This design comes from an exercise in tuning for small area on the open sky130 flow, not from production work.
Function was checked by simulation only, so behaviour that the tests miss may differ from the original.
No driver is modelled on the clock port, so clock power and skew are understated where the tree is cut down; a real chip needs a root buffer or a tree.

Design display, start of the top module:
module display(
    input   wire        clk,         
    input   wire        rstn,        
    input   wire[31:0]  vga_pos,     
    output   wire       hsync,       
    output   wire       vsync,       
    output   wire[3:0]  red,         
    output   wire[3:0]  green,       
    output   wire[3:0]  blue         
    );
    function [9:0] add10(input [9:0] a, input [9:0] b, input cin);
        integer i;
        reg c;
        begin
            c = cin;
            for (i = 0; i < 10; i = i + 1) begin
                add10[i] = a[i] ^ b[i] ^ c;
                c = (a[i] & b[i]) | (a[i] & c) | (b[i] & c);
            end
        end
    endfunction
    function [9:0] inc10(input [9:0] a);
        integer i;
        reg c;
        begin
            c = 1'b1;
            for (i = 0; i < 10; i = i + 1) begin
                inc10[i] = a[i] ^ c;
                c = a[i] & c;
            end
        end
    endfunction
    reg [9:0] hx;
    reg [9:0] vy;
    wire h_wrap = (hx == 10'd800 + 10'd14);
    wire v_wrap = (vy == 10'd525 + 10'd14);
    always @(posedge clk) begin
        if (!rstn) begin
            hx <= 10'd14;
            vy <= 10'd15;
        end
        else begin
            if (h_wrap) begin
                hx <= 10'd15;
                if (v_wrap)
                    vy <= 10'd15;
                else
                    vy <= inc10(vy);
            end
            else begin
                hx <= inc10(hx);
            end
        end
    end
    assign hsync = hx >= 10'd96 + 10'd15;
    assign vsync = vy >= 10'd2 + 10'd15;
    wire [4:0] s = hx[4:0];
    wire [31:0] pbits = {vga_pos[5], vga_pos[5], vga_pos[5], vga_pos[5], vga_pos[5],
                         vga_pos[5], vga_pos[6], vga_pos[7], vga_pos[8], vga_pos[9],
                         vga_pos[10], vga_pos[11], vga_pos[12], vga_pos[13], vga_pos[14],
                         vga_pos[15], vga_pos[16], vga_pos[17], vga_pos[18], vga_pos[19],
                         vga_pos[20], vga_pos[21], vga_pos[22], vga_pos[23], vga_pos[24],
                         vga_pos[25], vga_pos[26], vga_pos[27], vga_pos[28], vga_pos[29],
  ...
Settings: LEC_CHECK=0, CAP_MARGIN=20, CORE_MARGIN=2, CORE_UTILIZATION=40, SLEW_MARGIN=20; clock period 40.0 ns.
standard.sh (not shown) runs the stock make flow with config.mk's settings and CLKGATE_MAP_FILE= SYNTH_SCRIPT=/design/flow/synth_recipe.tcl, a recipe that flattens the netlist after the stock synthesis.
==> flow/flow/run.sh <==
#!/bin/bash
# Standard ORFS layout, with two changes that only pick smaller cells:
#  - port buffers are buf_1 instead of the resizer's default choice;
#  - the clock tree uses small clock buffers and no dummy loads.
set -euo pipefail
bash standard.sh synth > synth.log 2>&1
bash standard.sh \
  "BUFFER_PORTS_ARGS=-buffer_cell sky130_fd_sc_hd__buf_1" \
  "CTS_ARGS=-sink_clustering_enable -repair_clock_nets -dont_use_dummy_load -buf_list sky130_fd_sc_hd__clkbuf_4 -root_buf sky130_fd_sc_hd__clkbuf_4" \
  finish > layout.log 2>&1
The starting point produced a clean layout.
Rerun with:
==> flow/run.sh (new file) <==
#!/bin/bash
# synth_recipe.tcl (not shown) runs the flow's synth.tcl, then flattens the netlist and writes it again
# the make line also repeats each setting of config.mk as NAME=value (left out here)
make -C /OpenROAD-flow-scripts/flow DESIGN_CONFIG=/design/flow/config.mk WORK_HOME=/design/flow/orfs CLKGATE_MAP_FILE= SYNTH_SCRIPT=/design/flow/synth_recipe.tcl finish
removed: flow/flow/run.sh
removed: flow/standard.sh
=> Worst setup slack loses 0.85 ns. Utilization increases by 4.3 points. Sequential share of layout area decreases by 1.8 points. Global-route usage increases by 0.80 points.

* * *

Setup of MS:
The RTL this note starts from:
==> flow/design.v <==
`timescale 1ns / 1ps
module display(
    input   wire        clk,         
    input   wire        rstn,        
    input   wire[31:0]  vga_pos,     
    output   wire       hsync,       
    output   wire       vsync,       
    output   wire[3:0]  red,         
    output   wire[3:0]  green,       
    output   wire[3:0]  blue         
    );
    function [9:0] inc10(input [9:0] a, input cin);
        integer i;
        reg c;
        begin
            c = cin;
            for (i = 0; i < 10; i = i + 1) begin
                inc10[i] = a[i] ^ c;
                c = a[i] & c;
            end
        end
    endfunction
    reg [9:0] hx_n;
    reg [9:0] vy_n;
    wire [9:0] hx = ~hx_n;
    wire [9:0] vy = ~vy_n;
    wire h_wrap = hx[9] & hx[8] & hx[5] & hx[3] & hx[2] & hx[1];   
    wire v_wrap = vy[9] & vy[4] & vy[3] & vy[1];   
    always @(posedge clk) begin
        if (!rstn) begin
            hx_n <= ~10'd14;
            vy_n <= ~10'd14;
        end
        else begin
            hx_n <= ~(h_wrap ? 10'd15 : inc10(hx, 1'b1));
            vy_n <= ~((h_wrap && v_wrap) ? 10'd14 : inc10(vy, h_wrap));
        end
    end
    assign hsync = hx >= 10'd96 + 10'd15;
    assign vsync = vy >= 10'd2 + 10'd14;
    wire [4:0] s = hx[4:0];
    wire [31:0] pbits = {5'b00000, vga_pos[5], vga_pos[6], vga_pos[7], vga_pos[8],
                         vga_pos[9], vga_pos[10], vga_pos[11], vga_pos[12], vga_pos[13],
                         vga_pos[14], vga_pos[15], vga_pos[16], vga_pos[17], vga_pos[18],
                         vga_pos[19], vga_pos[20], vga_pos[21], vga_pos[22], vga_pos[23],
                         vga_pos[24], vga_pos[25], vga_pos[26], vga_pos[27], vga_pos[28],
                         vga_pos[29], vga_pos[30], vga_pos[31]};
    wire pbit = pbits[s];
    reg [4:0] r_w;       
    reg [4:0] r_q;       
    reg [9:0] y;         
    wire active = (s <= 5'd26);
    wire [5:0] t = {r_w, pbit};
    wire q = active && (t >= 6'd25);
    wire [5:0] t_sub = t - 6'd25;
    integer k;
    always @(posedge clk) begin
        r_w <= q ? t_sub[4:0] : t[4:0];
        if (s == 5'd27)
            r_q <= r_w;
        for (k = 0; k < 10; k = k + 1)
            if (s == 5'd26 - k)
                y[k] <= q;
    end
    wire [9:0] x = {r_q, vga_pos[4:0]};
    wire [9:0] sh, sv;
    wire [10:0] ch, cv;
    assign ch[0] = 1'b0;
    assign cv[0] = 1'b0;
    genvar g;
    generate
        for (g = 0; g < 10; g = g + 1) begin : adders
            display_fa fa_h (.a(hx_n[g]), .b(x[g]), .ci(ch[g]), .s(sh[g]), .co(ch[g + 1]));
            display_fa fa_v (.a(vy_n[g]), .b(y[g]), .ci(cv[g]), .s(sv[g]), .co(cv[g + 1]));
        end
    endgenerate
    wire [9:0] dh = ~sh;
    wire [9:0] dv = ~sv;
    wire [4:0] col = dh[4:0];
    wire [4:0] row = dv[4:0];
    wire in_h = (dh[9:5] == 5'd0) && (col >= 5'd1) && (col <= 5'd29) && (x >= 10'd15);
    wire in_v = (dv[9:5] == 5'd0) && (row <= 5'd28) &&
                (y >= 10'd15) && (y <= 10'd1008);
    wire eye_row = (row >= 5'd6) && (row <= 5'd10);
    wire eye_col = ((col >= 5'd4) && (col <= 5'd11)) || ((col >= 5'd19) && (col <= 5'd26));
    wire mouth_row = (row >= 5'd20) && (row <= 5'd24);
    wire mouth_col = (col >= 5'd11) && (col <= 5'd19);
    wire inbox = in_h && in_v;
    wire mouth = inbox && mouth_row && mouth_col;
    wire face = inbox && !(eye_row && eye_col) && !mouth;
    assign red = {mouth, face, 2'b00};
    assign green = {2'b00, face, mouth};
    assign blue = {3'b000, face | mouth};
endmodule
module display_fa(
    input   wire    a,
    input   wire    b,
    input   wire    ci,
    output  wire    s,
    output  wire    co
    );
    assign s = a ^ b ^ ci;
    assign co = (a & b) | (a & ci) | (b & ci);
endmodule
clock: 40.0 ns
lec_check: 0
cap_margin: 0
core_margin: 2
core_utilization: 70
slew_margin: 0
==> flow/flow/run.sh <==
#!/bin/bash
# The standard ORFS layout with changes that only pick smaller cells:
#  - synthesis: the standard flow's synthesis script (ORFS's synth.tcl, then flatten and
#    rename), with three changes: ABC maps the combinational logic with an
#    area-oriented script (flow/abc.script.in) instead of the speed script;
#    Yosys's separate full-adder extraction is off, so ABC sees all of that
#    logic; and the design's one-bit full-adder module display_fa is kept
#    whole through synthesis and then laid out as the library's fa_1 cell
#    (flow/fa_cell.v) before the design is flattened.  Registers are mapped
#    exactly as in the standard synthesis.  The ABC script's random seed is
#    chosen by synthesizing with seeds 1..16 first and keeping the smallest.
#  - port buffers are buf_1 instead of the resizer's default choice;
#  - one tie cell drives all constant outputs.
# Each tool's output goes to a log file here: trial_<seed>.log, synth.log,
# place.log, clock_trials.log, layout.log (ORFS's own per-step logs are under
# orfs/logs/).
set -euo pipefail
HERE=$(pwd)

# synth_recipe.tcl with the full-adder cell swapped in before flattening
awk -v fa="$HERE/flow/fa_cell.v" '{print} /^source .*synth\.tcl/ {print "read_verilog -overwrite " fa}' \
  "$HERE/synth_recipe.tcl" > "$HERE/synth_fa.tcl"
grep -q "read_verilog -overwrite" "$HERE/synth_fa.tcl"

scripts_for() {  # scripts_for SEED: an ORFS scripts folder whose ABC script uses SEED
  local d="$HERE/scripts_$1"
  rm -rf "$d"
  cp -r "$FLOW_HOME/scripts" "$d"
  sed "s/@SEED@/$1/" "$HERE/flow/abc.script.in" > "$d/abc_speed.script"
}

SYNTH_VARS=("ADDER_MAP_FILE=" "SYNTH_KEEP_MODULES=display_fa" "SYNTH_SCRIPT=$HERE/synth_fa.tcl")

# trial syntheses, four at a time
trial() {
  local seed=$1
  scripts_for "$seed"
  make -C "$FLOW_HOME" DESIGN_CONFIG="$HERE/config.mk" WORK_HOME="$HERE/trial_$seed" \
    CLKGATE_MAP_FILE= "SCRIPTS_DIR=$HERE/scripts_$seed" "${SYNTH_VARS[@]}" synth \
    > "$HERE/trial_$seed.log" 2>&1 || true
}
SEEDS="1 2 3 4 5 6 7 8 9 10 11 12 13 14 15 16"
for round in "1 2 3 4" "5 6 7 8" "9 10 11 12" "13 14 15 16"; do
  for seed in $round; do trial $seed & done; wait
done
best=3
best_area=1e30
for seed in $SEEDS; do
  f=$(ls "$HERE"/trial_$seed/reports/*/*/*/synth_stat.txt 2>/dev/null | head -1 || true)
  [[ -n "$f" ]] || continue
  a=$(sed -n "s/.*Chip area for module '\\\\display': \([0-9.]*\).*/\1/p" "$f" | head -1)
  [[ -n "$a" ]] || continue
  echo "seed $seed area $a" >> "$HERE/trials.txt"
  if awk -v a="$a" -v b="$best_area" 'BEGIN{exit !(a < b)}'; then best=$seed; best_area=$a; fi
done
echo "chosen seed $best" >> "$HERE/trials.txt"
for seed in $SEEDS; do [[ $seed == "$best" ]] || rm -rf "$HERE/trial_$seed" "$HERE/scripts_$seed"; done

bash standard.sh "SCRIPTS_DIR=$HERE/scripts_$best" "${SYNTH_VARS[@]}" synth > synth.log 2>&1
bash standard.sh "SCRIPTS_DIR=$HERE/scripts_$best" \
  "SKIP_REPAIR_TIE_FANOUT=1" "BUFFER_PORTS_ARGS=-buffer_cell sky130_fd_sc_hd__buf_1" \
  place > place.log 2>&1
RES="$HERE/orfs/results/sky130hd/display/base"
choice=""
for cfg in "sky130_fd_sc_hd__clkbuf_4 3 1" "sky130_fd_sc_hd__clkbuf_4 1 3" \
           "sky130_fd_sc_hd__clkbuf_8 2 1" "sky130_fd_sc_hd__clkbuf_8 1 2" \
           "sky130_fd_sc_hd__clkbuf_4 2 2" "sky130_fd_sc_hd__clkbuf_8 3 1" \
           "sky130_fd_sc_hd__clkbuf_8 1 3" "sky130_fd_sc_hd__clkbuf_8 2 2"; do
  set -- $cfg
  slew=$(LIB="$FLOW_HOME/platforms/sky130hd/lib/sky130_fd_sc_hd__tt_025C_1v80.lib" \
    PLATFORM_DIR="$FLOW_HOME/platforms/sky130hd" PLACED_ODB="$RES/3_place.odb" \
    PLACED_SDC="$RES/3_place.sdc" SPLIT_TCL="$HERE/flow/split_clock.tcl" CB=$1 NX=$2 NY=$3 \
    openroad -no_init -exit "$HERE/flow/clock_trial.tcl" 2>&1 | tee -a "$HERE/clock_trials.log" \
    | sed -n 's/^TRIAL_SLEW //p' | tail -1 || true)
  echo "$cfg: $slew" >> "$HERE/clock_trials.txt"
  if [[ -n "$slew" ]] && awk -v s="$slew" 'BEGIN{exit !(s <= 0.115)}'; then choice="$cfg"; break; fi
done
[[ -n "$choice" ]] || choice="sky130_fd_sc_hd__clkbuf_8 2 2"
echo "chosen: $choice" >> "$HERE/clock_trials.txt"
cts="$HERE/scripts_$best/cts.tcl"
python3 - "$cts" "$HERE/flow/split_clock.tcl" "$choice" <<'PY'
import sys
path, split, choice = sys.argv[1], sys.argv[2], sys.argv[3]
s = open(path).read()
old = "log_cmd clock_tree_synthesis {*}$cts_args"
assert s.count(old) == 1
s = s.replace(old, "source %s\nsplit_clock %s\nset_propagated_clock [all_clocks]" % (split, choice))
open(path, "w").write(s)
PY
bash standard.sh "SCRIPTS_DIR=$HERE/scripts_$best" \
  "SKIP_REPAIR_TIE_FANOUT=1" "BUFFER_PORTS_ARGS=-buffer_cell sky130_fd_sc_hd__buf_1" \
  finish > layout.log 2>&1
Other scripts of this flow, unchanged in this note and not shown: flow/flow/abc.script.in, flow/flow/clock_trial.tcl, flow/flow/fa_cell.v, flow/flow/split_clock.tcl
#### Input delta (AL over MS)
--- a/flow/flow/run.sh
+++ b/flow/flow/run.sh
@@ -74,5 +74,5 @@
     | sed -n 's/^TRIAL_SLEW //p' | tail -1 || true)
   echo "$cfg: $slew" >> "$HERE/clock_trials.txt"
-  if [[ -n "$slew" ]] && awk -v s="$slew" 'BEGIN{exit !(s <= 0.115)}'; then choice="$cfg"; break; fi
+  if [[ -n "$slew" ]] && awk -v s="$slew" 'BEGIN{exit !(s <= 0.108)}'; then choice="$cfg"; break; fi
 done
 [[ -n "$choice" ]] || choice="sky130_fd_sc_hd__clkbuf_8 2 2"
Findings:
The flow did not stop early for MS: all stages ran, and the layout cleared the timing, design-rule and antenna checks.
AL: flow completed, timing, DRC and antenna clean
The wire length on met2 was comparable across MS and AL.
Comparing MS with AL, the final period demand of the worst path came out essentially unchanged.
Reported for MS and AL, hold buffer count at cts turned out identical to the last digit.
Relative to MS, cell area after layout has increased by 0.46% in AL.
Measured against each other, MS and AL differ in total number of vias, the higher figure coming from MS.
No run of this note takes its clock network from TritonCTS; it comes from the design's own scripts or RTL.

[static timing again, ports no longer ideal]
How much do the figures lean on ideal ports? The routed layouts below were timed once more, with nothing changed but the port constraints. Step 1, drivers: a clkbuf_16 drives clk and a buf_2 each remaining input, both assumed. Step 2 moves the port delays by t, midway between the first and last clock arrival at a register: inputs arrive t later, outputs are due t later. That takes back most of the time a late clock gives input paths. Three values: ideal, step 1, step 2; two values: the first two.
| run | shift t [ns] | slack for setup (ns) | worst hold slack (ns) | worst data-port slew with drivers (ns) |
|---|---|---|---|---|
| the first run of note 1 | 0.338 | 17.765 / 17.736 / 17.736 | 0.516 / 0.516 / 0.516 | 0.04 |
| the second run of note 1 | 0.305 | 16.912 / 16.883 / 16.883 | 0.517 / 0.517 / 0.517 | 0.05 |
| MS | 0.209 | 18.820 / 18.798 / 18.798 | 0.480 / 0.480 / 0.480 | 0.04 |
| AL | 0.190 | 18.817 / 18.795 / 18.795 | 0.465 / 0.465 / 0.465 | 0.04 |
After both steps every run listed still meets setup and hold.
